Background: an optimization exercise with open tools, aiming at small area and a short achievable clock period. Do not read the settings as production practice.
Function was checked by simulation only, so behaviour that the tests miss may differ from the original.
No driver is modelled on the clock port, so clocking that relies on it looks cheaper here than on a real chip.

==> design.v <==
module multiplier_8bit (
    input signed [7:0] A,
    input signed [7:0] B,
    output signed [15:0] P
);
    wire pp1;
    assign pp1 = ~(A[0] & B[0]);
    wire pp2;
    assign pp2 = ~(A[0] & B[1]);
    wire pp3;
    assign pp3 = ~(A[0] & B[2]);
    wire pp4;
    assign pp4 = ~(A[0] & B[3]);
    wire pp5;
    assign pp5 = ~(A[0] & B[4]);
    wire pp6;
    assign pp6 = ~(A[0] & B[5]);
    wire pp7;
    assign pp7 = ~(A[0] & B[6]);
    wire pp8;
    assign pp8 = A[0] & B[7];
    wire pp9;
    assign pp9 = ~(A[1] & B[0]);
    wire pp10;
    assign pp10 = ~(A[1] & B[1]);
    wire pp11;
    assign pp11 = ~(A[1] & B[2]);
    wire pp12;
    assign pp12 = ~(A[1] & B[3]);
    wire pp13;
    assign pp13 = ~(A[1] & B[4]);
    wire pp14;
    assign pp14 = ~(A[1] & B[5]);
    wire pp15;
    assign pp15 = ~(A[1] & B[6]);
    wire pp16;
    assign pp16 = A[1] & B[7];
    wire pp17;
    assign pp17 = ~(A[2] & B[0]);
    wire pp18;
    assign pp18 = ~(A[2] & B[1]);
    wire pp19;
    assign pp19 = ~(A[2] & B[2]);
    wire pp20;
    assign pp20 = ~(A[2] & B[3]);
    wire pp21;
    assign pp21 = ~(A[2] & B[4]);
    wire pp22;
    assign pp22 = ~(A[2] & B[5]);
    wire pp23;
    assign pp23 = ~(A[2] & B[6]);
    wire pp24;
    assign pp24 = A[2] & B[7];
    wire pp25;
    assign pp25 = ~(A[3] & B[0]);
    wire pp26;
    assign pp26 = ~(A[3] & B[1]);
    wire pp27;
    assign pp27 = ~(A[3] & B[2]);
    wire pp28;
    assign pp28 = ~(A[3] & B[3]);
    wire pp29;
    assign pp29 = ~(A[3] & B[4]);
    wire pp30;
    assign pp30 = ~(A[3] & B[5]);
    wire pp31;
    assign pp31 = ~(A[3] & B[6]);
    wire pp32;
    assign pp32 = A[3] & B[7];
    wire pp33;
    assign pp33 = ~(A[4] & B[0]);
    wire pp34;
    assign pp34 = ~(A[4] & B[1]);
    wire pp35;
    assign pp35 = ~(A[4] & B[2]);
    wire pp36;
    assign pp36 = ~(A[4] & B[3]);
    wire pp37;
    assign pp37 = ~(A[4] & B[4]);
    wire pp38;
    assign pp38 = ~(A[4] & B[5]);
    wire pp39;
    assign pp39 = ~(A[4] & B[6]);
    wire pp40;
    assign pp40 = A[4] & B[7];
    wire pp41;
    assign pp41 = ~(A[5] & B[0]);
    wire pp42;
    assign pp42 = ~(A[5] & B[1]);
    wire pp43;
    assign pp43 = ~(A[5] & B[2]);
    wire pp44;
    assign pp44 = ~(A[5] & B[3]);
    wire pp45;
    assign pp45 = ~(A[5] & B[4]);
    wire pp46;
    assign pp46 = ~(A[5] & B[5]);
    wire pp47;
    assign pp47 = ~(A[5] & B[6]);
    wire pp48;
    assign pp48 = A[5] & B[7];
    wire pp49;
    assign pp49 = ~(A[6] & B[0]);
    wire pp50;
    assign pp50 = ~(A[6] & B[1]);
    wire pp51;
    assign pp51 = ~(A[6] & B[2]);
    wire pp52;
    assign pp52 = ~(A[6] & B[3]);
    wire pp53;
    assign pp53 = ~(A[6] & B[4]);
    wire pp54;
    assign pp54 = ~(A[6] & B[5]);
    wire pp55;
    assign pp55 = ~(A[6] & B[6]);
    wire pp56;
    assign pp56 = A[6] & B[7];
    wire pp57;
    assign pp57 = A[7] & B[0];
    wire pp58;
    assign pp58 = A[7] & B[1];
    wire pp59;
    assign pp59 = A[7] & B[2];
    wire pp60;
    assign pp60 = A[7] & B[3];
    wire pp61;
    assign pp61 = A[7] & B[4];
    wire pp62;
    assign pp62 = A[7] & B[5];
    wire pp63;
    assign pp63 = A[7] & B[6];
    wire pp64;
    assign pp64 = ~(A[7] & B[7]);
    wire s65;
    wire c66;
    xn_cell u67 (.a(pp7), .b(pp14), .y(s65));
    or_cell u68 (.a(pp7), .b(pp14), .y(c66));
    wire s69;
    wire c70;
    fa_cell u71 (.a(pp8), .b(pp15), .c(pp22), .s(s69), .co(c70));
    wire s72;
    wire c73;
    xn_cell u74 (.a(pp29), .b(pp36), .y(s72));
    or_cell u75 (.a(pp29), .b(pp36), .y(c73));
    wire s76;
    wire c77;
    ha_cell u78 (.a(pp16), .b(pp23), .s(s76), .co(c77));
    wire s79;
    wire c80;
    fa_cell u81 (.a(pp30), .b(pp37), .c(pp44), .s(s79), .co(c80));
    wire s82;
    wire c83;
    fa_cell u84 (.a(pp24), .b(pp31), .c(pp38), .s(s82), .co(c83));
    wire s85;
    wire c86;
    xn_cell u87 (.a(pp5), .b(pp12), .y(s85));
    or_cell u88 (.a(pp5), .b(pp12), .y(c86));
    wire s89;
    wire c90;
    fa_cell u91 (.a(pp6), .b(pp13), .c(pp20), .s(s89), .co(c90));
    wire s92;
    wire c93;
    xn_cell u94 (.a(pp27), .b(pp34), .y(s92));
    or_cell u95 (.a(pp27), .b(pp34), .y(c93));
    wire s96;
    wire c97;
    fa_cell u98 (.a(pp21), .b(pp28), .c(pp35), .s(s96), .co(c97));
    wire s99;
    wire c100;
    fa_cell u101 (.a(pp42), .b(pp49), .c(s65), .s(s99), .co(c100));
    wire s102;
    wire c103;
    fa_cell u104 (.a(pp43), .b(pp50), .c(pp57), .s(s102), .co(c103));
    wire s105;
    wire c106;
    fa_cell u107 (.a(c66), .b(s72), .c(s69), .s(s105), .co(c106));
    wire s108;
    wire c109;
    fa_cell u110 (.a(pp51), .b(pp58), .c(c73), .s(s108), .co(c109));
    wire s111;
    wire c112;
    fa_cell u113 (.a(s76), .b(c70), .c(s79), .s(s111), .co(c112));
    wire s114;
    wire c115;
    fa_cell u116 (.a(pp45), .b(pp52), .c(pp59), .s(s114), .co(c115));
    wire s117;
    wire c118;
    fa_cell u119 (.a(c77), .b(c80), .c(s82), .s(s117), .co(c118));
    wire s120;
    wire c121;
    fa_cell u122 (.a(pp32), .b(pp39), .c(pp46), .s(s120), .co(c121));
    wire s123;
    wire c124;
    fa_cell u125 (.a(pp53), .b(pp60), .c(c83), .s(s123), .co(c124));
    wire s126;
    wire c127;
    fa_cell u128 (.a(pp40), .b(pp47), .c(pp54), .s(s126), .co(c127));
    wire s129;
    wire c130;
    xn_cell u131 (.a(pp4), .b(pp11), .y(s129));
    or_cell u132 (.a(pp4), .b(pp11), .y(c130));
    wire s133;
    wire c134;
    fa_cell u135 (.a(pp19), .b(pp26), .c(pp33), .s(s133), .co(c134));
    wire s136;
    wire c137;
    fa_cell u138 (.a(pp41), .b(c86), .c(s92), .s(s136), .co(c137));
    wire s139;
    wire c140;
    fa_cell u141 (.a(c93), .b(c90), .c(s96), .s(s139), .co(c140));
    wire s142;
    wire c143;
    fa_cell u144 (.a(c97), .b(s102), .c(c100), .s(s142), .co(c143));
    wire s145;
    wire c146;
    fa_cell u147 (.a(c103), .b(s108), .c(c106), .s(s145), .co(c146));
    wire s148;
    wire c149;
    fa_cell u150 (.a(s114), .b(c109), .c(c112), .s(s148), .co(c149));
    wire s151;
    wire c152;
    fa_cell u153 (.a(c115), .b(s120), .c(s123), .s(s151), .co(c152));
    wire s154;
    wire c155;
    fa_cell u156 (.a(pp61), .b(c121), .c(s126), .s(s154), .co(c155));
    wire s157;
    wire c158;
    fa_cell u159 (.a(pp48), .b(pp55), .c(pp62), .s(s157), .co(c158));
    wire s160;
    wire c161;
    xn_cell u162 (.a(pp3), .b(pp10), .y(s160));
    or_cell u163 (.a(pp3), .b(pp10), .y(c161));
    wire s164;
    wire c165;
    fa_cell u166 (.a(pp18), .b(pp25), .c(s129), .s(s164), .co(c165));
    wire s167;
    wire c168;
    fa_cell u169 (.a(c130), .b(s85), .c(s133), .s(s167), .co(c168));
    wire s170;
    wire c171;
    fa_cell u172 (.a(c134), .b(s89), .c(s136), .s(s170), .co(c171));
    wire s173;
    wire c174;
    fa_cell u175 (.a(c137), .b(s99), .c(s139), .s(s173), .co(c174));
    wire s176;
    wire c177;
    fa_cell u178 (.a(c140), .b(s105), .c(s142), .s(s176), .co(c177));
    wire s179;
    wire c180;
    fa_cell u181 (.a(s111), .b(c143), .c(s145), .s(s179), .co(c180));
    wire s182;
    wire c183;
    fa_cell u184 (.a(s117), .b(c146), .c(s148), .s(s182), .co(c183));
    wire s185;
    wire c186;
    fa_cell u187 (.a(c118), .b(c149), .c(s151), .s(s185), .co(c186));
    wire s188;
    wire c189;
    fa_cell u190 (.a(c124), .b(s154), .c(c152), .s(s188), .co(c189));
    wire s191;
    wire c192;
    fa_cell u193 (.a(c127), .b(s157), .c(c155), .s(s191), .co(c192));
    wire s194;
    wire c195;
    fa_cell u196 (.a(pp56), .b(pp63), .c(c158), .s(s194), .co(c195));
    wire s197;
    wire c198;
    assign s197 = ~(pp2 ^ pp9);
    assign c198 = pp2 | pp9;
    wire s199;
    wire c200;
    fa_cell u201 (.a(c198), .b(pp17), .c(s160), .s(s199), .co(c200));
    wire s202;
    wire c203;
    fa_cell u204 (.a(c161), .b(c200), .c(s164), .s(s202), .co(c203));
    wire s205;
    wire c206;
    fa_cell u207 (.a(c165), .b(s167), .c(c203), .s(s205), .co(c206));
    wire s208;
    wire c209;
    fa_cell u210 (.a(c168), .b(s170), .c(c206), .s(s208), .co(c209));
    wire s211;
    wire c212;
    ha_cell u213 (.a(c171), .b(s173), .s(s211), .co(c212));
    wire s214;
    wire c215;
    ha_cell u216 (.a(c174), .b(s176), .s(s214), .co(c215));
    wire s217;
    wire c218;
    ha_cell u219 (.a(c177), .b(s179), .s(s217), .co(c218));
    wire s220;
    wire c221;
    ha_cell u222 (.a(c180), .b(s182), .s(s220), .co(c221));
    wire s223;
    wire c224;
    ha_cell u225 (.a(c183), .b(s185), .s(s223), .co(c224));
    wire s226;
    wire c227;
    ha_cell u228 (.a(c186), .b(s188), .s(s226), .co(c227));
    wire s229;
    wire c230;
    ha_cell u231 (.a(c189), .b(s191), .s(s229), .co(c230));
    wire s232;
    wire c233;
    ha_cell u234 (.a(c192), .b(s194), .s(s232), .co(c233));
    wire s235;
    wire c236;
    ha_cell u237 (.a(pp64), .b(c195), .s(s235), .co(c236));
    wire g238;
    wire p239;
    assign g238 = 1'b0 & 1'b1;
    assign p239 = 1'b0 ^ 1'b1;
    wire g240;
    assign g240 = c212 | (s211 & c209);
    wire G241;
    ao_cell u242 (.g(c215), .p(s214), .c(g240), .y(G241));
    wire P243;
    assign P243 = s214 & s211;
    wire G244;
    ao_cell u245 (.g(c221), .p(s220), .c(c218), .y(G244));
    wire P246;
    assign P246 = s220 & s217;
    wire G247;
    ao_cell u248 (.g(c227), .p(s226), .c(c224), .y(G247));
    wire P249;
    assign P249 = s226 & s223;
    wire G250;
    ao_cell u251 (.g(c233), .p(s232), .c(c230), .y(G250));
    wire P252;
    assign P252 = s232 & s229;
    wire G253;
    ao_cell u254 (.g(g238), .p(p239), .c(c236), .y(G253));
    wire P255;
    assign P255 = p239 & s235;
    wire G256;
    ao_cell u257 (.g(G244), .p(P246), .c(G241), .y(G256));
    wire P258;
    assign P258 = P246 & P243;
    wire G259;
    ao_cell u260 (.g(G250), .p(P252), .c(G247), .y(G259));
    wire P261;
    assign P261 = P252 & P249;
    wire G262;
    ao_cell u263 (.g(G259), .p(P261), .c(G256), .y(G262));
    wire P264;
    assign P264 = P261 & P258;
    wire G265;
    ao_cell u266 (.g(G247), .p(P249), .c(G256), .y(G265));
    wire P267;
    assign P267 = P249 & P258;
    wire G268;
    ao_cell u269 (.g(G253), .p(P255), .c(G262), .y(G268));
    wire P270;
    assign P270 = P255 & P264;
    wire G271;
    ao_cell u272 (.g(c218), .p(s217), .c(G241), .y(G271));
    wire P273;
    assign P273 = s217 & P243;
    wire G274;
    ao_cell u275 (.g(c224), .p(s223), .c(G256), .y(G274));
    wire P276;
    assign P276 = s223 & P258;
    wire G277;
    ao_cell u278 (.g(c230), .p(s229), .c(G265), .y(G277));
    wire P279;
    assign P279 = s229 & P267;
    wire G280;
    ao_cell u281 (.g(c236), .p(s235), .c(G262), .y(G280));
    wire P282;
    assign P282 = s235 & P264;
    wire sum283;
    assign sum283 = ~(s211 ^ c209);
    wire sum284;
    assign sum284 = ~(s214 ^ g240);
    wire sum285;
    assign sum285 = ~(s217 ^ G241);
    wire sum286;
    assign sum286 = ~(s220 ^ G271);
    wire sum287;
    assign sum287 = ~(s223 ^ G256);
    wire sum288;
    assign sum288 = ~(s226 ^ G274);
    wire sum289;
    assign sum289 = ~(s229 ^ G265);
    wire sum290;
    assign sum290 = ~(s232 ^ G277);
    wire sum291;
    assign sum291 = ~(s235 ^ G262);
    wire sum292;
    assign sum292 = ~(p239 ^ G280);
    assign P = {sum292, sum291, sum290, sum289, sum288, sum287, sum286, sum285, sum284, sum283, ~s208, ~s205, ~s202, ~s199, ~s197, ~pp1};
endmodule
module adder_16bit (
    input signed [15:0] A,
    input signed [15:0] B,
    input signed [15:0] C,
    input signed [15:0] D,
    output signed [17:0] S
);
    wire s1;
    wire c2;
    ha_cell u3 (.a(A[0]), .b(B[0]), .s(s1), .co(c2));
    wire s4;
    wire c5;
    fa_cell u6 (.a(A[1]), .b(B[1]), .c(C[1]), .s(s4), .co(c5));
    wire s7;
    wire c8;
    fa_cell u9 (.a(A[2]), .b(B[2]), .c(C[2]), .s(s7), .co(c8));
    wire s10;
    wire c11;
    fa_cell u12 (.a(A[3]), .b(B[3]), .c(C[3]), .s(s10), .co(c11));
    wire s13;
    wire c14;
    fa_cell u15 (.a(A[4]), .b(B[4]), .c(C[4]), .s(s13), .co(c14));
    wire s16;
    wire c17;
    fa_cell u18 (.a(A[5]), .b(B[5]), .c(C[5]), .s(s16), .co(c17));
    wire s19;
    wire c20;
    fa_cell u21 (.a(A[6]), .b(B[6]), .c(C[6]), .s(s19), .co(c20));
    wire s22;
    wire c23;
    fa_cell u24 (.a(A[7]), .b(B[7]), .c(C[7]), .s(s22), .co(c23));
    wire s25;
    wire c26;
    fa_cell u27 (.a(A[8]), .b(B[8]), .c(C[8]), .s(s25), .co(c26));
    wire s28;
    wire c29;
    fa_cell u30 (.a(A[9]), .b(B[9]), .c(C[9]), .s(s28), .co(c29));
    wire s31;
    wire c32;
    fa_cell u33 (.a(A[10]), .b(B[10]), .c(C[10]), .s(s31), .co(c32));
    wire s34;
    wire c35;
    fa_cell u36 (.a(A[11]), .b(B[11]), .c(C[11]), .s(s34), .co(c35));
    wire s37;
    wire c38;
    fa_cell u39 (.a(A[12]), .b(B[12]), .c(C[12]), .s(s37), .co(c38));
    wire s40;
    wire c41;
    fa_cell u42 (.a(A[13]), .b(B[13]), .c(C[13]), .s(s40), .co(c41));
    wire s43;
    wire c44;
    fa_cell u45 (.a(A[14]), .b(B[14]), .c(C[14]), .s(s43), .co(c44));
    wire s46;
    wire c47;
    fa_cell u48 (.a(~A[15]), .b(~B[15]), .c(~C[15]), .s(s46), .co(c47));
    wire s49;
    wire c50;
    ha_cell u51 (.a(C[0]), .b(D[0]), .s(s49), .co(c50));
    wire s52;
    wire c53;
    fa_cell u54 (.a(D[1]), .b(c2), .c(s4), .s(s52), .co(c53));
    wire s55;
    wire c56;
    fa_cell u57 (.a(D[2]), .b(c5), .c(s7), .s(s55), .co(c56));
    wire s58;
    wire c59;
    fa_cell u60 (.a(D[3]), .b(c8), .c(s10), .s(s58), .co(c59));
    wire s61;
    wire c62;
    fa_cell u63 (.a(D[4]), .b(c11), .c(s13), .s(s61), .co(c62));
    wire s64;
    wire c65;
    fa_cell u66 (.a(D[5]), .b(c14), .c(s16), .s(s64), .co(c65));
    wire s67;
    wire c68;
    fa_cell u69 (.a(D[6]), .b(c17), .c(s19), .s(s67), .co(c68));
    wire s70;
    wire c71;
    fa_cell u72 (.a(D[7]), .b(c20), .c(s22), .s(s70), .co(c71));
    wire s73;
    wire c74;
    fa_cell u75 (.a(D[8]), .b(c23), .c(s25), .s(s73), .co(c74));
    wire s76;
    wire c77;
    fa_cell u78 (.a(D[9]), .b(c26), .c(s28), .s(s76), .co(c77));
    wire s79;
    wire c80;
    fa_cell u81 (.a(D[10]), .b(c29), .c(s31), .s(s79), .co(c80));
    wire s82;
    wire c83;
    fa_cell u84 (.a(D[11]), .b(c32), .c(s34), .s(s82), .co(c83));
    wire s85;
    wire c86;
    fa_cell u87 (.a(D[12]), .b(c35), .c(s37), .s(s85), .co(c86));
    wire s88;
    wire c89;
    fa_cell u90 (.a(D[13]), .b(c38), .c(s40), .s(s88), .co(c89));
    wire s91;
    wire c92;
    fa_cell u93 (.a(D[14]), .b(c41), .c(s43), .s(s91), .co(c92));
    wire s94;
    wire c95;
    fa_cell u96 (.a(~D[15]), .b(c44), .c(s46), .s(s94), .co(c95));
    wire s97;
    wire c98;
    ha_cell u99 (.a(s1), .b(s49), .s(s97), .co(c98));
    wire s100;
    wire c101;
    ha_cell u102 (.a(c50), .b(s52), .s(s100), .co(c101));
    wire s103;
    wire c104;
    ha_cell u105 (.a(c53), .b(s55), .s(s103), .co(c104));
    wire s106;
    wire c107;
    ha_cell u108 (.a(c56), .b(s58), .s(s106), .co(c107));
    wire s109;
    wire c110;
    ha_cell u111 (.a(c59), .b(s61), .s(s109), .co(c110));
    wire s112;
    wire c113;
    ha_cell u114 (.a(c62), .b(s64), .s(s112), .co(c113));
    wire s115;
    wire c116;
    ha_cell u117 (.a(c65), .b(s67), .s(s115), .co(c116));
    wire s118;
    wire c119;
    ha_cell u120 (.a(c68), .b(s70), .s(s118), .co(c119));
    wire s121;
    wire c122;
    ha_cell u123 (.a(c71), .b(s73), .s(s121), .co(c122));
    wire s124;
    wire c125;
    ha_cell u126 (.a(c74), .b(s76), .s(s124), .co(c125));
    wire s127;
    wire c128;
    ha_cell u129 (.a(c77), .b(s79), .s(s127), .co(c128));
    wire s130;
    wire c131;
    ha_cell u132 (.a(c80), .b(s82), .s(s130), .co(c131));
    wire s133;
    wire c134;
    ha_cell u135 (.a(c83), .b(s85), .s(s133), .co(c134));
    wire s136;
    wire c137;
    ha_cell u138 (.a(c86), .b(s88), .s(s136), .co(c137));
    wire s139;
    wire c140;
    ha_cell u141 (.a(c89), .b(s91), .s(s139), .co(c140));
    wire s142;
    wire c143;
    ha_cell u144 (.a(c92), .b(s94), .s(s142), .co(c143));
    wire s145;
    wire c146;
    ha_cell u147 (.a(c47), .b(c95), .s(s145), .co(c146));
    wire g148;
    wire p149;
    assign g148 = 1'b1 & 1'b0;
    assign p149 = 1'b1 ^ 1'b0;
    wire G150;
    ao_cell u151 (.g(c101), .p(s100), .c(c98), .y(G150));
    wire P152;
    assign P152 = s100 & s97;
    wire G153;
    ao_cell u154 (.g(c107), .p(s106), .c(c104), .y(G153));
    wire P155;
    assign P155 = s106 & s103;
    wire G156;
    ao_cell u157 (.g(c113), .p(s112), .c(c110), .y(G156));
    wire P158;
    assign P158 = s112 & s109;
    wire G159;
    ao_cell u160 (.g(c119), .p(s118), .c(c116), .y(G159));
    wire P161;
    assign P161 = s118 & s115;
    wire G162;
    ao_cell u163 (.g(c125), .p(s124), .c(c122), .y(G162));
    wire P164;
    assign P164 = s124 & s121;
    wire G165;
    ao_cell u166 (.g(c131), .p(s130), .c(c128), .y(G165));
    wire P167;
    assign P167 = s130 & s127;
    wire G168;
    ao_cell u169 (.g(c137), .p(s136), .c(c134), .y(G168));
    wire P170;
    assign P170 = s136 & s133;
    wire G171;
    ao_cell u172 (.g(c143), .p(s142), .c(c140), .y(G171));
    wire P173;
    assign P173 = s142 & s139;
    wire G174;
    ao_cell u175 (.g(g148), .p(p149), .c(c146), .y(G174));
    wire P176;
    assign P176 = p149 & s145;
    wire G177;
    ao_cell u178 (.g(c104), .p(s103), .c(G150), .y(G177));
    wire P179;
    assign P179 = s103 & P152;
    wire G180;
    ao_cell u181 (.g(G153), .p(P155), .c(G150), .y(G180));
    wire P182;
    assign P182 = P155 & P152;
    wire G183;
    ao_cell u184 (.g(c116), .p(s115), .c(G156), .y(G183));
    wire P185;
    assign P185 = s115 & P158;
    wire G186;
    ao_cell u187 (.g(G159), .p(P161), .c(G156), .y(G186));
    wire P188;
    assign P188 = P161 & P158;
    wire G189;
    ao_cell u190 (.g(c128), .p(s127), .c(G162), .y(G189));
    wire P191;
    assign P191 = s127 & P164;
    wire G192;
    ao_cell u193 (.g(G165), .p(P167), .c(G162), .y(G192));
    wire P194;
    assign P194 = P167 & P164;
    wire G195;
    ao_cell u196 (.g(c140), .p(s139), .c(G168), .y(G195));
    wire P197;
    assign P197 = s139 & P170;
    wire G198;
    ao_cell u199 (.g(G171), .p(P173), .c(G168), .y(G198));
    wire P200;
    assign P200 = P173 & P170;
    wire G201;
    ao_cell u202 (.g(c110), .p(s109), .c(G180), .y(G201));
    wire P203;
    assign P203 = s109 & P182;
    wire G204;
    ao_cell u205 (.g(G156), .p(P158), .c(G180), .y(G204));
    wire P206;
    assign P206 = P158 & P182;
    wire G207;
    ao_cell u208 (.g(G183), .p(P185), .c(G180), .y(G207));
    wire P209;
    assign P209 = P185 & P182;
    wire G210;
    ao_cell u211 (.g(G186), .p(P188), .c(G180), .y(G210));
    wire P212;
    assign P212 = P188 & P182;
    wire G213;
    ao_cell u214 (.g(c134), .p(s133), .c(G192), .y(G213));
    wire P215;
    assign P215 = s133 & P194;
    wire G216;
    ao_cell u217 (.g(G168), .p(P170), .c(G192), .y(G216));
    wire P218;
    assign P218 = P170 & P194;
    wire G219;
    ao_cell u220 (.g(G195), .p(P197), .c(G192), .y(G219));
    wire P221;
    assign P221 = P197 & P194;
    wire G222;
    ao_cell u223 (.g(G198), .p(P200), .c(G192), .y(G222));
    wire P224;
    assign P224 = P200 & P194;
    wire G225;
    ao_cell u226 (.g(c122), .p(s121), .c(G210), .y(G225));
    wire P227;
    assign P227 = s121 & P212;
    wire G228;
    ao_cell u229 (.g(G162), .p(P164), .c(G210), .y(G228));
    wire P230;
    assign P230 = P164 & P212;
    wire G231;
    ao_cell u232 (.g(G189), .p(P191), .c(G210), .y(G231));
    wire P233;
    assign P233 = P191 & P212;
    wire G234;
    ao_cell u235 (.g(G192), .p(P194), .c(G210), .y(G234));
    wire P236;
    assign P236 = P194 & P212;
    wire G237;
    ao_cell u238 (.g(G213), .p(P215), .c(G210), .y(G237));
    wire P239;
    assign P239 = P215 & P212;
    wire G240;
    ao_cell u241 (.g(G216), .p(P218), .c(G210), .y(G240));
    wire P242;
    assign P242 = P218 & P212;
    wire G243;
    ao_cell u244 (.g(G219), .p(P221), .c(G210), .y(G243));
    wire P245;
    assign P245 = P221 & P212;
    wire G246;
    ao_cell u247 (.g(G222), .p(P224), .c(G210), .y(G246));
    wire P248;
    assign P248 = P224 & P212;
    wire G249;
    ao_cell u250 (.g(c146), .p(s145), .c(G246), .y(G249));
    wire P251;
    assign P251 = s145 & P248;
    wire G252;
    ao_cell u253 (.g(G174), .p(P176), .c(G246), .y(G252));
    wire P254;
    assign P254 = P176 & P248;
    wire sum255;
    assign sum255 = s100 ^ c98;
    wire sum256;
    assign sum256 = s103 ^ G150;
    wire sum257;
    assign sum257 = s106 ^ G177;
    wire sum258;
    assign sum258 = s109 ^ G180;
    wire sum259;
    assign sum259 = s112 ^ G201;
    wire sum260;
    assign sum260 = s115 ^ G204;
    wire sum261;
    assign sum261 = s118 ^ G207;
    wire sum262;
    assign sum262 = s121 ^ G210;
    wire sum263;
    assign sum263 = s124 ^ G225;
    wire sum264;
    assign sum264 = s127 ^ G228;
    wire sum265;
    assign sum265 = s130 ^ G231;
    wire sum266;
    assign sum266 = s133 ^ G234;
    wire sum267;
    assign sum267 = s136 ^ G237;
    wire sum268;
    assign sum268 = s139 ^ G240;
    wire sum269;
    assign sum269 = s142 ^ G243;
    wire sum270;
    assign sum270 = s145 ^ G246;
    wire sum271;
    assign sum271 = p149 ^ G249;
    assign S = {sum271, sum270, sum269, sum268, sum267, sum266, sum265, sum264, sum263, sum262, sum261, sum260, sum259, sum258, sum257, sum256, sum255, s97};
endmodule
module xn_cell (
    input a,
    input b,
    output y
);
    assign y = ~(a ^ b);
endmodule
module or_cell (
    input a,
    input b,
    output y
);
    assign y = a | b;
endmodule
module fa_cell (
    input a,
    input b,
    input c,
    output s,
    output co
);
    assign s = a ^ b ^ c;
    assign co = (a & b) | (a & c) | (b & c);
endmodule
module ha_cell (
    input a,
    input b,
    output s,
    output co
);
    assign s = a ^ b;
    assign co = a & b;
endmodule
module ao_cell (
    input g,
    input p,
    input c,
    output y
);
    assign y = g | (p & c);
endmodule
module hac_cell (
    input a,
    input b,
    output s,
    output co
);
    assign s = ~(a ^ b);
    assign co = a | b;
endmodule
module adder_18bit (
    input signed [17:0] A,
    input signed [17:0] B,
    output signed [18:0] S
);
    wire s1;
    wire c2;
    ha_cell u3 (.a(A[0]), .b(B[0]), .s(s1), .co(c2));
    wire s4;
    wire c5;
    ha_cell u6 (.a(A[1]), .b(B[1]), .s(s4), .co(c5));
    wire s7;
    wire c8;
    ha_cell u9 (.a(A[2]), .b(B[2]), .s(s7), .co(c8));
    wire s10;
    wire c11;
    ha_cell u12 (.a(A[3]), .b(B[3]), .s(s10), .co(c11));
    wire s13;
    wire c14;
    ha_cell u15 (.a(A[4]), .b(B[4]), .s(s13), .co(c14));
    wire s16;
    wire c17;
    ha_cell u18 (.a(A[5]), .b(B[5]), .s(s16), .co(c17));
    wire s19;
    wire c20;
    ha_cell u21 (.a(A[6]), .b(B[6]), .s(s19), .co(c20));
    wire s22;
    wire c23;
    ha_cell u24 (.a(A[7]), .b(B[7]), .s(s22), .co(c23));
    wire s25;
    wire c26;
    ha_cell u27 (.a(A[8]), .b(B[8]), .s(s25), .co(c26));
    wire s28;
    wire c29;
    ha_cell u30 (.a(A[9]), .b(B[9]), .s(s28), .co(c29));
    wire s31;
    wire c32;
    ha_cell u33 (.a(A[10]), .b(B[10]), .s(s31), .co(c32));
    wire s34;
    wire c35;
    ha_cell u36 (.a(A[11]), .b(B[11]), .s(s34), .co(c35));
    wire s37;
    wire c38;
    ha_cell u39 (.a(A[12]), .b(B[12]), .s(s37), .co(c38));
    wire s40;
    wire c41;
    ha_cell u42 (.a(A[13]), .b(B[13]), .s(s40), .co(c41));
    wire s43;
    wire c44;
    ha_cell u45 (.a(A[14]), .b(B[14]), .s(s43), .co(c44));
    wire s46;
    wire c47;
    ha_cell u48 (.a(A[15]), .b(B[15]), .s(s46), .co(c47));
    wire s49;
    wire c50;
    ha_cell u51 (.a(A[16]), .b(B[16]), .s(s49), .co(c50));
    wire s52;
    wire c53;
    ha_cell u54 (.a(A[17]), .b(B[17]), .s(s52), .co(c53));
    wire s55;
    wire c56;
    ha_cell u57 (.a(A[17]), .b(B[17]), .s(s55), .co(c56));
    wire G58;
    ao_cell u59 (.g(c5), .p(s4), .c(c2), .y(G58));
    wire P60;
    assign P60 = s4 & s1;
    wire G61;
    ao_cell u62 (.g(c11), .p(s10), .c(c8), .y(G61));
    wire P63;
    assign P63 = s10 & s7;
    wire G64;
    ao_cell u65 (.g(c17), .p(s16), .c(c14), .y(G64));
    wire P66;
    assign P66 = s16 & s13;
    wire G67;
    ao_cell u68 (.g(c23), .p(s22), .c(c20), .y(G67));
    wire P69;
    assign P69 = s22 & s19;
    wire G70;
    ao_cell u71 (.g(c29), .p(s28), .c(c26), .y(G70));
    wire P72;
    assign P72 = s28 & s25;
    wire G73;
    ao_cell u74 (.g(c35), .p(s34), .c(c32), .y(G73));
    wire P75;
    assign P75 = s34 & s31;
    wire G76;
    ao_cell u77 (.g(c41), .p(s40), .c(c38), .y(G76));
    wire P78;
    assign P78 = s40 & s37;
    wire G79;
    ao_cell u80 (.g(c47), .p(s46), .c(c44), .y(G79));
    wire P81;
    assign P81 = s46 & s43;
    wire G82;
    ao_cell u83 (.g(c53), .p(s52), .c(c50), .y(G82));
    wire P84;
    assign P84 = s52 & s49;
    wire G85;
    ao_cell u86 (.g(G61), .p(P63), .c(G58), .y(G85));
    wire P87;
    assign P87 = P63 & P60;
    wire G88;
    ao_cell u89 (.g(G67), .p(P69), .c(G64), .y(G88));
    wire P90;
    assign P90 = P69 & P66;
    wire G91;
    ao_cell u92 (.g(G73), .p(P75), .c(G70), .y(G91));
    wire P93;
    assign P93 = P75 & P72;
    wire G94;
    ao_cell u95 (.g(G79), .p(P81), .c(G76), .y(G94));
    wire P96;
    assign P96 = P81 & P78;
    wire G97;
    ao_cell u98 (.g(G88), .p(P90), .c(G85), .y(G97));
    wire P99;
    assign P99 = P90 & P87;
    wire G100;
    ao_cell u101 (.g(G94), .p(P96), .c(G91), .y(G100));
    wire P102;
    assign P102 = P96 & P93;
    wire G103;
    ao_cell u104 (.g(G100), .p(P102), .c(G97), .y(G103));
    wire P105;
    assign P105 = P102 & P99;
    wire G106;
    ao_cell u107 (.g(G91), .p(P93), .c(G97), .y(G106));
    wire P108;
    assign P108 = P93 & P99;
    wire G109;
    ao_cell u110 (.g(G64), .p(P66), .c(G85), .y(G109));
    wire P111;
    assign P111 = P66 & P87;
    wire G112;
    ao_cell u113 (.g(G70), .p(P72), .c(G97), .y(G112));
    wire P114;
    assign P114 = P72 & P99;
    wire G115;
    ao_cell u116 (.g(G76), .p(P78), .c(G106), .y(G115));
    wire P117;
    assign P117 = P78 & P108;
    wire G118;
    ao_cell u119 (.g(G82), .p(P84), .c(G103), .y(G118));
    wire P120;
    assign P120 = P84 & P105;
    wire G121;
    ao_cell u122 (.g(c8), .p(s7), .c(G58), .y(G121));
    wire P123;
    assign P123 = s7 & P60;
    wire G124;
    ao_cell u125 (.g(c14), .p(s13), .c(G85), .y(G124));
    wire P126;
    assign P126 = s13 & P87;
    wire G127;
    ao_cell u128 (.g(c20), .p(s19), .c(G109), .y(G127));
    wire P129;
    assign P129 = s19 & P111;
    wire G130;
    ao_cell u131 (.g(c26), .p(s25), .c(G97), .y(G130));
    wire P132;
    assign P132 = s25 & P99;
    wire G133;
    ao_cell u134 (.g(c32), .p(s31), .c(G112), .y(G133));
    wire P135;
    assign P135 = s31 & P114;
    wire G136;
    ao_cell u137 (.g(c38), .p(s37), .c(G106), .y(G136));
    wire P138;
    assign P138 = s37 & P108;
    wire G139;
    ao_cell u140 (.g(c44), .p(s43), .c(G115), .y(G139));
    wire P141;
    assign P141 = s43 & P117;
    wire G142;
    ao_cell u143 (.g(c50), .p(s49), .c(G103), .y(G142));
    wire P144;
    assign P144 = s49 & P105;
    wire G145;
    ao_cell u146 (.g(c56), .p(s55), .c(G118), .y(G145));
    wire P147;
    assign P147 = s55 & P120;
    wire sum148;
    assign sum148 = s4 ^ c2;
    wire sum149;
    assign sum149 = s7 ^ G58;
    wire sum150;
    assign sum150 = s10 ^ G121;
    wire sum151;
    assign sum151 = s13 ^ G85;
    wire sum152;
    assign sum152 = s16 ^ G124;
    wire sum153;
    assign sum153 = s19 ^ G109;
    wire sum154;
    assign sum154 = s22 ^ G127;
    wire sum155;
    assign sum155 = s25 ^ G97;
    wire sum156;
    assign sum156 = s28 ^ G130;
    wire sum157;
    assign sum157 = s31 ^ G112;
    wire sum158;
    assign sum158 = s34 ^ G133;
    wire sum159;
    assign sum159 = s37 ^ G106;
    wire sum160;
    assign sum160 = s40 ^ G136;
    wire sum161;
    assign sum161 = s43 ^ G115;
    wire sum162;
    assign sum162 = s46 ^ G139;
    wire sum163;
    assign sum163 = s49 ^ G103;
    wire sum164;
    assign sum164 = s52 ^ G142;
    wire sum165;
    assign sum165 = s55 ^ G118;
    assign S = {sum165, sum164, sum163, sum162, sum161, sum160, sum159, sum158, sum157, sum156, sum155, sum154, sum153, sum152, sum151, sum150, sum149, sum148, s1};
endmodule
module int8_mac_tree (
    input clk,  
    input reset,  
    input signed [7:0] in0,
    input signed [7:0] in1,
    input signed [7:0] in2,
    input signed [7:0] in3,
    input signed [7:0] in4,
    input signed [7:0] in5,
    input signed [7:0] in6,
    input signed [7:0] in7,
    input signed [7:0] in8,
    input signed [7:0] in9,
    input signed [7:0] in10,
    input signed [7:0] in11,
    input signed [7:0] in12,
    input signed [7:0] in13,
    input signed [7:0] in14,
    input signed [7:0] in15,
    output signed [31:0] out,
    output reg signed [15:0] prod0, prod1, prod2, prod3, prod4, prod5, prod6, prod7,
    output signed [17:0] sum_level2_0, sum_level2_1
);
    wire signed [15:0] p0, p1, p2, p3, p4, p5, p6, p7;
    multiplier_8bit mul0 (.A(in0),  .B(in1),  .P(p0));
    multiplier_8bit mul1 (.A(in2),  .B(in3),  .P(p1));
    multiplier_8bit mul2 (.A(in4),  .B(in5),  .P(p2));
    multiplier_8bit mul3 (.A(in6),  .B(in7),  .P(p3));
    multiplier_8bit mul4 (.A(in8),  .B(in9),  .P(p4));
    multiplier_8bit mul5 (.A(in10), .B(in11), .P(p5));
    multiplier_8bit mul6 (.A(in12), .B(in13), .P(p6));
    multiplier_8bit mul7 (.A(in14), .B(in15), .P(p7));
    always @(posedge clk or posedge reset) begin
        if (reset) begin
            prod0 <= 16'h0; prod1 <= 16'h0; prod2 <= 16'h0; prod3 <= 16'h0;
            prod4 <= 16'h0; prod5 <= 16'h0; prod6 <= 16'h0; prod7 <= 16'h0;
        end else begin
            prod0 <= p0; prod1 <= p1; prod2 <= p2; prod3 <= p3;
            prod4 <= p4; prod5 <= p5; prod6 <= p6; prod7 <= p7;
        end
    end
    adder_16bit sum0 (.A(prod0), .B(prod1), .C(prod2), .D(prod3), .S(sum_level2_0));
    adder_16bit sum1 (.A(prod4), .B(prod5), .C(prod6), .D(prod7), .S(sum_level2_1));
    reg signed [18:0] out_r;
    wire signed [18:0] out_sum;
    adder_18bit add_final (.A(sum_level2_0), .B(sum_level2_1), .S(out_sum));
    always @(posedge clk or posedge reset) begin
        if (reset)
            out_r <= 19'h0;
        else
            out_r <= out_sum;
    end
    assign out = out_r;
endmodule
==> flow/run.sh <==
#!/bin/bash
# Standard layout, with the port buffers made from a plain buffer cell
# instead of the delay buffer buffer_ports picks on its own, and timing
# repair aiming at a setup slack of 6.0 ns.
set -euo pipefail
export BUFFER_PORTS_ARGS="-buffer_cell sky130_fd_sc_hd__buf_1"
bash standard.sh SETUP_SLACK_MARGIN=6.0 finish > standard.log 2>&1
==> standard.sh <==
#!/bin/bash
# synth_recipe.tcl (not shown) runs the flow's synth.tcl, then flattens the netlist and writes it again
# the make line also repeats each setting of config.mk as NAME=value (left out here)
make -C /OpenROAD-flow-scripts/flow DESIGN_CONFIG=/design/flow/config.mk WORK_HOME=/design/flow/orfs CLKGATE_MAP_FILE= SYNTH_SCRIPT=/design/flow/synth_recipe.tcl "${@:-finish}"
==> config.mk <==
export PLATFORM = sky130hd
export DESIGN_NAME = int8_mac_tree
export DESIGN_NICKNAME = int8_mac_tree
export VERILOG_FILES = /design/flow/design.v
export SDC_FILE = /design/flow/constraint.sdc
export NUM_CORES = 4
export LEC_CHECK = 0
export CAP_MARGIN = 20
export CORE_MARGIN = 2
export CORE_UTILIZATION = 72
export SLEW_MARGIN = 20
export SYNTH_HIERARCHICAL = 1
export SYNTH_MINIMUM_KEEP_SIZE = 0
==> constraint.sdc <==
create_clock -name core_clock -period 12.0 [get_ports {clk}]
set_input_delay 2.4000 -clock core_clock [delete_from_list [all_inputs] [get_ports {clk}]]
set_output_delay 2.4000 -clock core_clock [all_outputs]
set_load 0.01 [all_outputs]
==> results_dict.tcl, run 1 <==
set metrics [dict create \
    layout_common_cells "376 x nand2_1, 372 x fa_1, 310 x buf_1, 193 x and2_1, 188 x a21o_1" \
    reg2reg_to "out_r[15]$_DFF_PP0_" \
    worstPathRequired_ps 9600 \
    period_share 0.494 \
    final_hold_viol_count 0 \
    wl_mm 50.8 \
    critical_path_class "flop to output pin" \
    synth_area_sq_um 20600 \
    grt_max_degree 78 \
    cts_tree "built" \
    antenna_found_initial 1 \
    grtUsageTotal 0.358 \
    place.port_buffers 325 \
    drive_above_1_share 0.0401 \
    drc 0 \
    htree_levels 4 \
    cp.arrival_ps 3530 \
    cts-root-buf "clkbuf_16" \
    dp_hpwl_mm 42.6 \
    syn_inst 1912 \
    place_ws_ps 5730 \
    synth_top_cell_area_share 0.362 \
    ys_ff_latch 147 \
    synthTopCellsByArea "fa_1 36%, dfrtp_1 18%, ha_1 9.3%, a21o_1 7.0%, nand2_1 6.9%" \
    max_freq_mhz 169 \
    initial_core_util 0.737 \
    drt-pass1-iter-count 5 \
    grt_pass1_vias 15200 \
    diodes 0 \
    worst_slew_pin_slew_ps 962 \
    cts_max_path_buffers 2 \
    synth_top_area_cell "fa_1" \
    syn-num-nets 2567 \
    outcome "finished clean" \
    nFillCells 1873 \
    hp-class "flop to flop" \
    worst-path-max-fanout 9 \
    finalMaxSlewViolations 0 \
    cts_buffers 17 \
    setup_viol 0 \
    ant_nets 0 \
    ys_warn_count 7 \
    die_h_um 173 \
    rows 61 \
    ios 326 \
    drt_iter0_markers 1040 \
    nNetsFinal 2738 \
    grt_overflow 0 \
    period_needed_ps 5930 \
    reg2reg_from "prod4[2]$_DFF_PP0_" \
    die_w_um 173 \
    whs_path_depth 3 \
    fin_tns_setup_ps 0 \
    setup_slack_ps 6070 \
    cts.clk_slew.worst_paths_ps 70 \
    maxCapViolCount 0 \
    synth_area_per_cell_sq_um 10.8 \
    grt_pass1_wl_mm 82.1 \
    core_area_sq_um 27900 \
    vias 14300 \
    synth.distinct_cells 20 \
    dieArea_sq_um 30000 \
    wl_per_cell_um 20.5 \
    slew_headroom 0.359 \
    clk_latency_ps 430 \
    reg2reg_slack_ps 7480 \
    critPathLaunchType "flop" \
    area_growth_syn_to_layout_pct 5.80 \
    vias_per_cell 5.79 \
    min_from "prod3[0]$_DFF_PP0_" \
    layout_commonest_cell "nand2_1" \
    place.gp.congestion 0.994 \
    cp-end-kind "output pin" \
    synth_seq_area_share 0.179 \
    grt_setup_unrepaired "yes" \
    rr_worst_depth 16 \
    fin_util 0.780 \
    skew_ps 8.41 \
    holdPathEnd "out_r[0]$_DFF_PP0_" \
    cts_sinks 147 \
]
-- through the flow --
step | instance area, sq um | cells | hold WS, ps
2_1_floorplan | 20600 | 1912 | 953
3_3_place_gp | 21000 | 2437 | 763
3_5_place_dp | 21000 | 2437 | 773
4_1_cts | 21700 | 2469 | 784
5_1_grt | 21800 | 2474 | 838
6_report | 21800 | 2474 | 781
-- modules after synthesis (local to each module, per instance) --
| module | flops+latches | cells inside | copies in the design | area [sq um] |
|---|---|---|---|---|
| fa_cell | 0 | 1 | 372 | 20.0 |
| xn_cell | 0 | 1 | 48 | 8.76 |
| or_cell | 0 | 1 | 48 | 6.26 |
| ao_cell | 0 | 1 | 191 | 7.51 |
| ha_cell | 0 | 1 | 137 | 12.5 |
| int8_mac_tree | 147 | 161 | 1 | 3780 |
| multiplier_8bit | 0 | 99 | 8 | 537 |
| adder_18bit | 0 | 49 | 1 | 382 |
| adder_16bit | 0 | 57 | 2 | 408 |
-- sequential cells by signal, indices dropped and copies added (netlist names) --
name,count
prod3,16
prod2,16
prod7,16
prod0,16
prod4,16
prod6,16
prod1,16
out_r,19
prod5,16
-- metal layers --
layer / routed length (um) / vias up / global-route usage / share of wire
met1: 20600 / 7303 / 0.494 / 0.41
met3: 4210 / 121 / 0.0833 / 0.083
li1: - / 6265 / - / -
met4: 2030 / 0 / 0.132 / 0.040
met5: 0 / - / 0 / 0
met2: 24000 / 639 / 0.561 / 0.47
-- worst max-delay path: stages, from the launching register on --
cell and delay, ps:
dfrtp_1 440, fa_1 580, fa_1 430, ha_1 340, and2_1 160, a21o_1 230
a21o_4 270, a21o_1 190, xor2_2 250, buf_1 200
-- area by class of cell --
cell class	instances	area [sq um]	share of cell area
multi-input combinational	1524	15500	0.711
tap	378	473	0.0217
inverter	61	233	0.0107
sequential	147	3680	0.169
clock inverter	12	143	0.00655
clock buffer	20	447	0.0205
timing repair buffer	332	1320	0.0607
-- cell usage after synthesis --
| cell type | count |
|---|---|
| and2_2 | 1 |
| and2_1 | 193 |
| nor2b_1 | 2 |
| nand2_1 | 376 |
| xor2_1 | 50 |
| dfrtp_1 | 147 |
| nand4_1 | 2 |
| ha_1 | 153 |
| or2_4 | 8 |
| buf_2 | 32 |
| and2b_1 | 2 |
| and3_1 | 10 |
| or2_1 | 48 |
| xnor2_1 | 104 |
| inv_1 | 61 |
| fa_1 | 372 |
| buf_4 | 148 |
| and4_1 | 4 |
| a21o_1 | 191 |
| xnor2_2 | 8 |
-- worst max path at each step --
stage	from	to	cells after the start
6_report	prod4[2]$_DFF_PP0_	sum_level2_1[13]	9
5_1_grt	prod1[3]$_DFF_PP0_	sum_level2_0[14]	9
4_1_cts	prod4[3]$_DFF_PP0_	sum_level2_1[13]	9
3_5_place_dp	in5[2]	prod2[13]$_DFF_PP0_	14
3_3_place_gp	in3[1]	prod1[13]$_DFF_PP0_	15
2_1_floorplan	in0[2]	prod0[13]$_DFF_PP0_	14
-- timing repair --
action | 4_1_cts | 5_1_grt
hold buffers | 0 | 0
buffers inserted | 0 | 4
endpoints found under the setup margin | 14 | 20
resized for setup | 15 | 20
pin swaps | 0 | 1
-- cells by family after synthesis --
family          count (synthesis)  share of synthesized area
compound gates                191                     0.0696
xor+xnor                      162                     0.0718
buf+inv                       241                     0.0729
flops                         147                      0.179
fa+ha+maj                     525                      0.455
simple gates                  646                      0.152
==> inputs of run 2 (changes only) <==
--- a/config.mk
+++ b/config.mk
@@ -8,5 +8,5 @@
 export CAP_MARGIN = 20
 export CORE_MARGIN = 2
-export CORE_UTILIZATION = 72
+export CORE_UTILIZATION = 80
 export SLEW_MARGIN = 20
 export SYNTH_HIERARCHICAL = 1
==> run 2 against run 1 <==
Against the previous run:
- still clean on timing, DRC and antenna
- count of clock-buffer cells in the layout shrank 3
- area after synthesis unchanged
- final area rose by 0.43%
- worst hold slack improved by 48 ps
- critical path depth rose by 4
- non-clock buffer count increased by 4
- global-route usage grew 5.8 points
- via count increased by 6.5%
- critical endpoint is now prod5[12]$_DFF_PP0_
==> results_dict.tcl, run 2 <==
set metrics [dict create \
    final_area_sq_um 21900 \
    initial_core_util 0.815 \
    worst-path-max-fanout 8 \
    dieArea_sq_um 27000 \
    place.port_buffers 325 \
    synthArstFlopShare 1.00 \
    grt_pass1_wl_mm 83.5 \
    drc 0 \
    die_h_um 164 \
    antenna_found_initial 1 \
    hp-class "flop to flop" \
    cts_max_path_buffers 2 \
    synthTopCellsByArea "fa_1 36%, dfrtp_1 18%, ha_1 9.3%, a21o_1 7.0%, nand2_1 6.9%" \
    syn-num-nets 2567 \
    vias 15300 \
    grt_max_degree 77 \
    setup_slack_ps 5950 \
    cts-root-buf "clkbuf_16" \
    rr_worst_depth 15 \
    ios 326 \
    cts_sinks 147 \
    synth_top_area_cell "fa_1" \
    syn_inst 1912 \
    grt_overflow 0 \
    htree_levels 4 \
    ys_ff_latch 147 \
    final_hold_viol_count 0 \
    cts_tree "built" \
    wl_per_cell_um 23.3 \
    synth.distinct_cells 20 \
    seq_area_sq_um 3690 \
    synth_seq_area_share 0.179 \
    place_ws_ps 5740 \
    drt-pass1-iter-count 6 \
    setup_viol 0 \
    largest_reg_flops 19 \
    ys_warn_count 7 \
    period_needed_ps 6050 \
    slew_headroom 0.373 \
    die_w_um 164 \
    skew_ps 16.2 \
    diodes 0 \
    drive_above_1_share 0.0505 \
    ys_top_cells_by_count "376 x nand2_1, 372 x fa_1, 193 x and2_1" \
    synth_edf_count 0 \
    grtUsageTotal 0.415 \
    place.gp.congestion 0.957 \
    synth_area_sq_um 20600 \
    dp.cells 2389 \
    nFillCells 1281 \
    dp_hpwl_mm 43.7 \
    whs_path_depth 3 \
    max_freq_mhz 165 \
    cp.arrival_ps 6360 \
    wl_mm 56.7 \
    grt_pass1_vias 15600 \
    layout_common_cells "376 x nand2_1, 372 x fa_1, 309 x buf_1, 193 x and2_1, 187 x a21o_1" \
    area_growth_syn_to_layout_pct 6.25 \
    fin_tns_setup_ps 0 \
    critPathLaunchType "input pin" \
    postCtsHoldBufs 0 \
    worst_slew_pin_slew_ps 940 \
    drt_iter0_markers 1679 \
    regMostFlops "out_r" \
    layout.cells.non_filler 2430 \
    nNetsFinal 2742 \
    cts_buffers 17 \
    place_area_sq_um 21000 \
    worstPathRequired_ps 12310 \
    core_area_sq_um 25300 \
    synth_flop_cell "dfrtp_1" \
    vias_per_cell 6.28 \
    synth.most_common_cell "nand2_1" \
    maxCapViolCount 0 \
    cts.clk_slew.worst_paths_ps 70 \
    cp-end-kind "flop" \
    finalMaxSlewViolations 0 \
    critical_path_class "input pin to flop" \
    multiInputGateArea_sq_um 15600 \
    grt_setup_unrepaired "no" \
    synth_area_per_cell_sq_um 10.8 \
    ant_nets 0 \
    clk_latency_ps 450 \
    layout_commonest_cell "nand2_1" \
    period_share 0.504 \
    rows 58 \
    synth_top_cell_area_share 0.362 \
    outcome "finished clean" \
]
-- run 2: final cells by class --
cell class / count / area share
timing repair buffer: 336 / 0.0607
tap: 330 / 0.0189
clock buffer: 17 / 0.0194
clock inverter: 15 / 0.00841
multi-input combinational: 1524 / 0.713
sequential: 147 / 0.169
inverter: 61 / 0.0106
-- run 2: kinds of logic (layout without fill, tap and decap cells) --
family	count (synthesis)	after routing	synth area share
xor gates and xnor gates	162	162	0.0718
adders and majority gates	525	525	0.455
DFF	147	147	0.179
buffers and inverters	241	429	0.0729
AOI/OAI and AO/OA	191	191	0.0696
and+or+nand+nor	646	646	0.152
-- run 2: path summary, 6_finish.rpt --
kind / slack [ps] / startpoint / to
hold / removal: 830 / prod5[0]$_DFF_PP0_ / out_r[0]$_DFF_PP0_
max in group asynchronous: 8430 / reset / prod2[1]$_DFF_PP0_
min in group asynchronous: 2140 / reset / prod1[15]$_DFF_PP0_
hold reg to reg: 830 / prod5[0]$_DFF_PP0_ / out_r[0]$_DFF_PP0_
setup reg to reg: 7390 / prod4[5]$_DFF_PP0_ / out_r[18]$_DFF_PP0_
setup / recovery: 5950 / in11[2] / prod5[12]$_DFF_PP0_
-- run 2: repair_timing --
action / CTS / global route
setup buffers: 1 / 8
gates resized for setup: 21 / 27
pin swaps: 2 / 4
setup endpoints to repair: 18 / 20
-- run 2: metrics by stage --
| step | utilization | hold slack, ps |
|---|---|---|
| floorplan | - | 953 |
| global placement | 0.830 | 754 |
| detailed placement | 0.830 | 796 |
| CTS | 0.857 | 812 |
| global route | 0.866 | 856 |
| finish | 0.866 | 829 |
-- run 2: layer usage --
| layer | GRT usage | routed length (um) | vias up | part of all wire |
|---|---|---|---|---|
| met3 | 0.118 | 6930 | 279 | 0.12 |
| met2 | 0.660 | 26400 | 1097 | 0.47 |
| li1 | - | - | 6276 | - |
| met1 | 0.534 | 19500 | 7604 | 0.34 |
| met5 | 0 | 0 | - | 0 |
| met4 | 0.197 | 3850 | 0 | 0.068 |
-- run 2: worst max-delay path, cell delays in order --
cell and delay, ps:
buf_1 340, nand2_1 180, xnor2_1 300, fa_1 480
fa_1 400, fa_1 400, fa_1 410, ha_1 240
or2_4 280, a21o_1 210, a21o_1 220, a21o_1 190
xnor2_1 310
-- run 2: Yosys stat by module (local to each module, per instance) --
module           flops+latches  area [sq um]  times used  cells
adder_16bit                  0           408           2     57
adder_18bit                  0           382           1     49
xn_cell                      0          8.76          48      1
or_cell                      0          6.26          48      1
multiplier_8bit              0           537           8     99
ha_cell                      0          12.5         137      1
ao_cell                      0          7.51         191      1
fa_cell                      0          20.0         372      1
int8_mac_tree              147          3780           1    161
==> inputs of run 3 (changes only) <==
==> flow/run.sh (replaced) <==
#!/bin/bash
# Standard layout with three changes:
# - the port buffers are made from a plain buffer cell instead of the delay
#   buffer buffer_ports picks on its own;
# - timing repair aims at a setup slack of 6.0 ns;
# - after CTS, flow/mycts.tcl rebuilds the clock tree with two levels of
#   clkbuf_16 (the clock port drives four of them), see that file.
set -euo pipefail
export BUFFER_PORTS_ARGS="-buffer_cell sky130_fd_sc_hd__buf_1"
export POST_CTS_TCL="$PWD/flow/mycts.tcl"
bash standard.sh SETUP_SLACK_MARGIN=6.0 finish > standard.log 2>&1
==> flow/mycts.tcl (new file) <==
# Replace the clock tree that CTS built with a two-level tree: the clock port
# drives four clkbuf_16 buffers directly, each of them drives the leaf clkbuf_16
# buffers of its group, and each leaf buffer feeds the flip-flops of one cluster.
# Runs as the POST CTS step hook, inside ORFS cts.tcl.
set nleaf 8
if { [info exists ::env(MYCTS_LEAVES)] } { set nleaf $::env(MYCTS_LEAVES) }
set block [ord::get_db_block]
set db [ord::get_db]
set clknet [$block findNet clk]
set bufmaster [$db findMaster sky130_fd_sc_hd__clkbuf_16]

# Walk the clock tree from the port: buffers to remove and the sinks they feed.
set sinks {}
set oldbufs {}
set oldnets {}
proc walk { net } {
  global sinks oldbufs oldnets
  foreach it [$net getITerms] {
    if { [$it isOutputSignal] } { continue }
    set inst [$it getInst]
    set m [[$inst getMaster] getName]
    if { [string match "sky130_fd_sc_hd__clkbuf_*" $m] || [string match "sky130_fd_sc_hd__buf_*" $m] } {
      lappend oldbufs $inst
      foreach ot [$inst getITerms] {
        if { [$ot isOutputSignal] && [$ot getNet] != "NULL" } {
          lappend oldnets [$ot getNet]
          walk [$ot getNet]
        }
      }
    } else {
      lappend sinks $it
    }
  }
}
walk $clknet
puts "mycts: [llength $oldbufs] clock buffers, [llength $sinks] sinks"
# Loads that drive nothing are CTS's dummy loads: removed with the tree.
set ffs {}
set dummies {}
foreach it $sinks {
  set inst [$it getInst]
  set m [[$inst getMaster] getName]
  if { [string match "sky130_fd_sc_hd__df*" $m] } {
    lappend ffs $it
    continue
  }
  foreach ot [$inst getITerms] {
    if { [$ot isOutputSignal] && [$ot getNet] != "NULL" } { error "mycts: unexpected clock sink $m" }
  }
  lappend dummies $inst
}
puts "mycts: [llength $ffs] flip-flops, [llength $dummies] dummy loads"
set sinks $ffs

# Sink locations (centre of the flip-flop).
set pts {}
foreach it $sinks {
  set bb [[$it getInst] getBBox]
  lappend pts [list [expr {([$bb xMin] + [$bb xMax]) / 2.0}] [expr {([$bb yMin] + [$bb yMax]) / 2.0}]]
}
proc kmeans { pts nk } {
  set n [llength $pts]
  set cx 0; set cy 0
  foreach p $pts { set cx [expr {$cx + [lindex $p 0]}]; set cy [expr {$cy + [lindex $p 1]}] }
  set cx [expr {$cx / $n}]; set cy [expr {$cy / $n}]
  set cent {}
  for {set k 0} {$k < $nk} {incr k} {
    set a [expr {2 * 3.14159265 * ($k + 0.5) / $nk}]
    lappend cent [list [expr {$cx + 30000 * cos($a)}] [expr {$cy + 30000 * sin($a)}]]
  }
  for {set iter 0} {$iter < 50} {incr iter} {
    set asg {}
    foreach p $pts {
      set best 0; set bd 1e30
      for {set k 0} {$k < $nk} {incr k} {
        set c [lindex $cent $k]
        set d [expr {abs([lindex $p 0] - [lindex $c 0]) + abs([lindex $p 1] - [lindex $c 1])}]
        if { $d < $bd } { set bd $d; set best $k }
      }
      lappend asg $best
    }
    set newc {}
    for {set k 0} {$k < $nk} {incr k} {
      set sx 0; set sy 0; set cnt 0
      foreach p $pts a $asg {
        if { $a == $k } { set sx [expr {$sx + [lindex $p 0]}]; set sy [expr {$sy + [lindex $p 1]}]; incr cnt }
      }
      if { $cnt > 0 } { lappend newc [list [expr {$sx / $cnt}] [expr {$sy / $cnt}]] } else { lappend newc [lindex $cent $k] }
    }
    set cent $newc
  }
  return [list $cent $asg]
}
lassign [kmeans $pts $nleaf] cent asg
set ntop 4
lassign [kmeans $cent $ntop] tcent tasg

# Remove the old tree.
foreach it $sinks { $it disconnect }
foreach inst $dummies { odb::dbInst_destroy $inst }
foreach inst $oldbufs { odb::dbInst_destroy $inst }
foreach net $oldnets { odb::dbNet_destroy $net }

# Build the new one: the port drives the top buffers, each top buffer drives
# the leaf buffers of its group, each leaf buffer drives its flip-flops.
proc mkbuf { name c innet } {
  global block bufmaster
  set inst [odb::dbInst_create $block $bufmaster $name]
  set net [odb::dbNet_create $block "net_$name"]
  $net setSigType CLOCK
  $inst setLocation [expr {int([lindex $c 0])}] [expr {int([lindex $c 1])}]
  $inst setPlacementStatus PLACED
  [$inst findITerm A] connect $innet
  [$inst findITerm X] connect $net
  return $net
}
set topnets {}
for {set t 0} {$t < $ntop} {incr t} {
  lappend topnets [mkbuf "clktop_$t" [lindex $tcent $t] $clknet]
}
for {set k 0} {$k < $nleaf} {incr k} {
  set net [mkbuf "clkleaf_$k" [lindex $cent $k] [lindex $topnets [lindex $tasg $k]]]
  set cnt 0
  foreach it $sinks a $asg {
    if { $a == $k } { $it connect $net; incr cnt }
  }
  puts "mycts: leaf $k (top [lindex $tasg $k]) drives $cnt sinks"
}
detailed_placement
estimate_parasitics -placement

# Timing repair with the new tree, as cts.tcl does after CTS.
repair_timing_helper
detailed_placement
check_placement -verbose
--- a/config.mk
+++ b/config.mk
@@ -8,5 +8,5 @@
 export CAP_MARGIN = 20
 export CORE_MARGIN = 2
-export CORE_UTILIZATION = 80
+export CORE_UTILIZATION = 72
 export SLEW_MARGIN = 20
 export SYNTH_HIERARCHICAL = 1
==> run 3 against run 2 <==
Against the previous run:
- the flow now stops in clock tree synthesis
- synthesized cell count did not move
- area after synthesis did not move
==> results_dict.tcl, run 3 <==
set metrics [dict create \
    failing_step "clock tree synthesis" \
    outcome "stopped before the end" \
    synthTopCellsByArea "fa_1 36%, dfrtp_1 18%, ha_1 9.3%, a21o_1 7.0%, nand2_1 6.9%" \
    ys_ff_latch 147 \
    ys_warn_count 7 \
    ys_top_cells_by_count "376 x nand2_1, 372 x fa_1, 193 x and2_1" \
    place.gp.congestion 0.994 \
    synth_top_area_cell "fa_1" \
    cts_sinks 147 \
    die_w_um 173 \
    dp_hpwl_mm 42.6 \
    synth.distinct_cells 20 \
    tool.error "Error: cts.tcl, 90 divide by zero" \
    initial_core_util 0.737 \
    rows 61 \
    ios 326 \
    synth.most_common_cell "nand2_1" \
    synth_area_per_cell_sq_um 10.8 \
    synth_flop_cell "dfrtp_1" \
    synth_seq_area_share 0.179 \
    synth_top_cell_area_share 0.362 \
    synth_edf_count 0 \
    syn_inst 1912 \
    syn-num-nets 2567 \
    place.port_buffers 325 \
    synthArstFlopShare 1.00 \
    synth_area_sq_um 20600 \
    die_h_um 173 \
]
-- run 3: cell counts after synthesis --
No cell type changed its count.
-- run 3: worst max path at each step --
stage | cells after the start | from | slack (ps) | to
floorplan | 14 | in0[2] | 6120 | prod0[13]$_DFF_PP0_
global placement | 15 | in3[1] | 5820 | prod1[13]$_DFF_PP0_
detailed placement | 14 | in5[2] | 5730 | prod2[13]$_DFF_PP0_
-- run 3: cells by family after synthesis --
kind of cell    Yosys count  synth area share
flops                   147             0.179
xor+xnor                162            0.0718
simple gates            646             0.152
fa+ha+maj               525             0.455
buf+inv                 241            0.0729
compound gates          191            0.0696
-- run 3: stage by stage --
| stage | setup slack, ps | instance area, sq um | std cells |
|---|---|---|---|
| after detailed placement | 5730 | 21000 | 2437 |
| after floorplan | 6120 | 20600 | 1912 |
| after global placement | 5820 | 21000 | 2437 |
-- run 3: modules after synthesis (local to each module, per instance), a selection --
module / cells inside / flip-flops and latches
multiplier_8bit: 99 / 0
adder_16bit: 57 / 0
adder_18bit: 49 / 0
fa_cell: 1 / 0
ao_cell: 1 / 0
int8_mac_tree: 161 / 147
xn_cell: 1 / 0
or_cell: 1 / 0
==> inputs of run 4 (changes only) <==
--- a/flow/mycts.tcl
+++ b/flow/mycts.tcl
@@ -7,5 +7,6 @@
 set block [ord::get_db_block]
 set db [ord::get_db]
-set clknet [$block findNet clk]
+set clknet [[$block findBTerm clk] getNet]
+puts "mycts: clock port net [$clknet getName] with [llength [$clknet getITerms]] loads"
 set bufmaster [$db findMaster sky130_fd_sc_hd__clkbuf_16]
 
==> run 4 against run 3 <==
Against the previous run:
- the flow again stops in clock tree synthesis
- area after synthesis unchanged
- synthesized cell count stayed put
==> results_dict.tcl, run 4 <==
set metrics [dict create \
    outcome "stopped before the end" \
    failing_step "clock tree synthesis" \
    tool.error "Error: cts.tcl, 90 divide by zero" \
    synth_area_sq_um 20600 \
    place.port_buffers 325 \
    ys_ff_latch 147 \
    synth.most_common_cell "nand2_1" \
    synth.distinct_cells 20 \
    syn_inst 1912 \
    synth_edf_count 0 \
    cts_sinks 147 \
    synth_seq_area_share 0.179 \
    synthArstFlopShare 1.00 \
    place.gp.congestion 0.994 \
    synth_top_area_cell "fa_1" \
    syn-num-nets 2567 \
    rows 61 \
    initial_core_util 0.737 \
    synth_area_per_cell_sq_um 10.8 \
    synthTopCellsByArea "fa_1 36%, dfrtp_1 18%, ha_1 9.3%, a21o_1 7.0%, nand2_1 6.9%" \
    ys_top_cells_by_count "376 x nand2_1, 372 x fa_1, 193 x and2_1" \
    ios 326 \
    ys_warn_count 7 \
    dp_hpwl_mm 42.6 \
    die_h_um 173 \
    synth_flop_cell "dfrtp_1" \
    place_area_sq_um 21000 \
    die_w_um 173 \
    synth_top_cell_area_share 0.362 \
]
[run 4: worst min path at each step]
stage / from / endpoint / slack (ps)
floorplan: prod7[0]$_DFF_PP0_ / out_r[0]$_DFF_PP0_ / 950
global placement: prod3[0]$_DFF_PP0_ / out_r[0]$_DFF_PP0_ / 760
detailed placement: prod3[0]$_DFF_PP0_ / out_r[0]$_DFF_PP0_ / 770
[run 4: cell families after synthesis]
logic type | count (synthesis) | synth area share
AOI/OAI and AO/OA | 191 | 0.0696
xor gates and xnor gates | 162 | 0.0718
adders and majority gates | 525 | 0.455
buffers and inverters | 241 | 0.0729
DFF | 147 | 0.179
and+or+nand+nor | 646 | 0.152
[run 4: per-module statistics from Yosys (local to each module, per instance), a selection]
module	cell area, sq um	flops+latches	cells inside	copies in the design
adder_18bit	382	0	49	1
xn_cell	8.76	0	1	48
or_cell	6.26	0	1	48
multiplier_8bit	537	0	99	8
adder_16bit	408	0	57	2
fa_cell	20.0	0	1	372
ha_cell	12.5	0	1	137
int8_mac_tree	3780	147	161	1
[run 4: metrics by stage]
step | instances | setup slack, ps | hold slack, ps
2_1_floorplan | 1912 | 6120 | 953
3_3_place_gp | 2437 | 5820 | 763
3_5_place_dp | 2437 | 5730 | 773

-- what the ideal ports hide --
The flow's constraints put no driver on any port. The routed layouts listed below were extracted and timed again, unchanged, in two steps. Step 1 assumes that a clkbuf_16 drives the clock port and a buf_2 every other input. Step 2 moves the port delays by t, midway between the first and last clock arrival at a register: inputs arrive t later, outputs are due t later. That takes back most of the time a late clock gives input paths. Slacks: ideal ports / drivers / drivers and shift; pairs: ideal ports / drivers.
run	shift t [ns]	setup slack, ns	clock arrival spread, ns	worst register clock-pin slew, ns
run 1	0.480	6.071 / 6.017 / 5.739	0.012 / 0.012	0.07 / 0.07
run 2	0.490	5.950 / 5.962 / 5.472	0.017 / 0.016	0.08 / 0.08
After both steps every run listed still meets setup and hold. The setup slack of run 2, which loses most, moves by +0.012 ns with the drivers and by -0.478 ns with both steps.
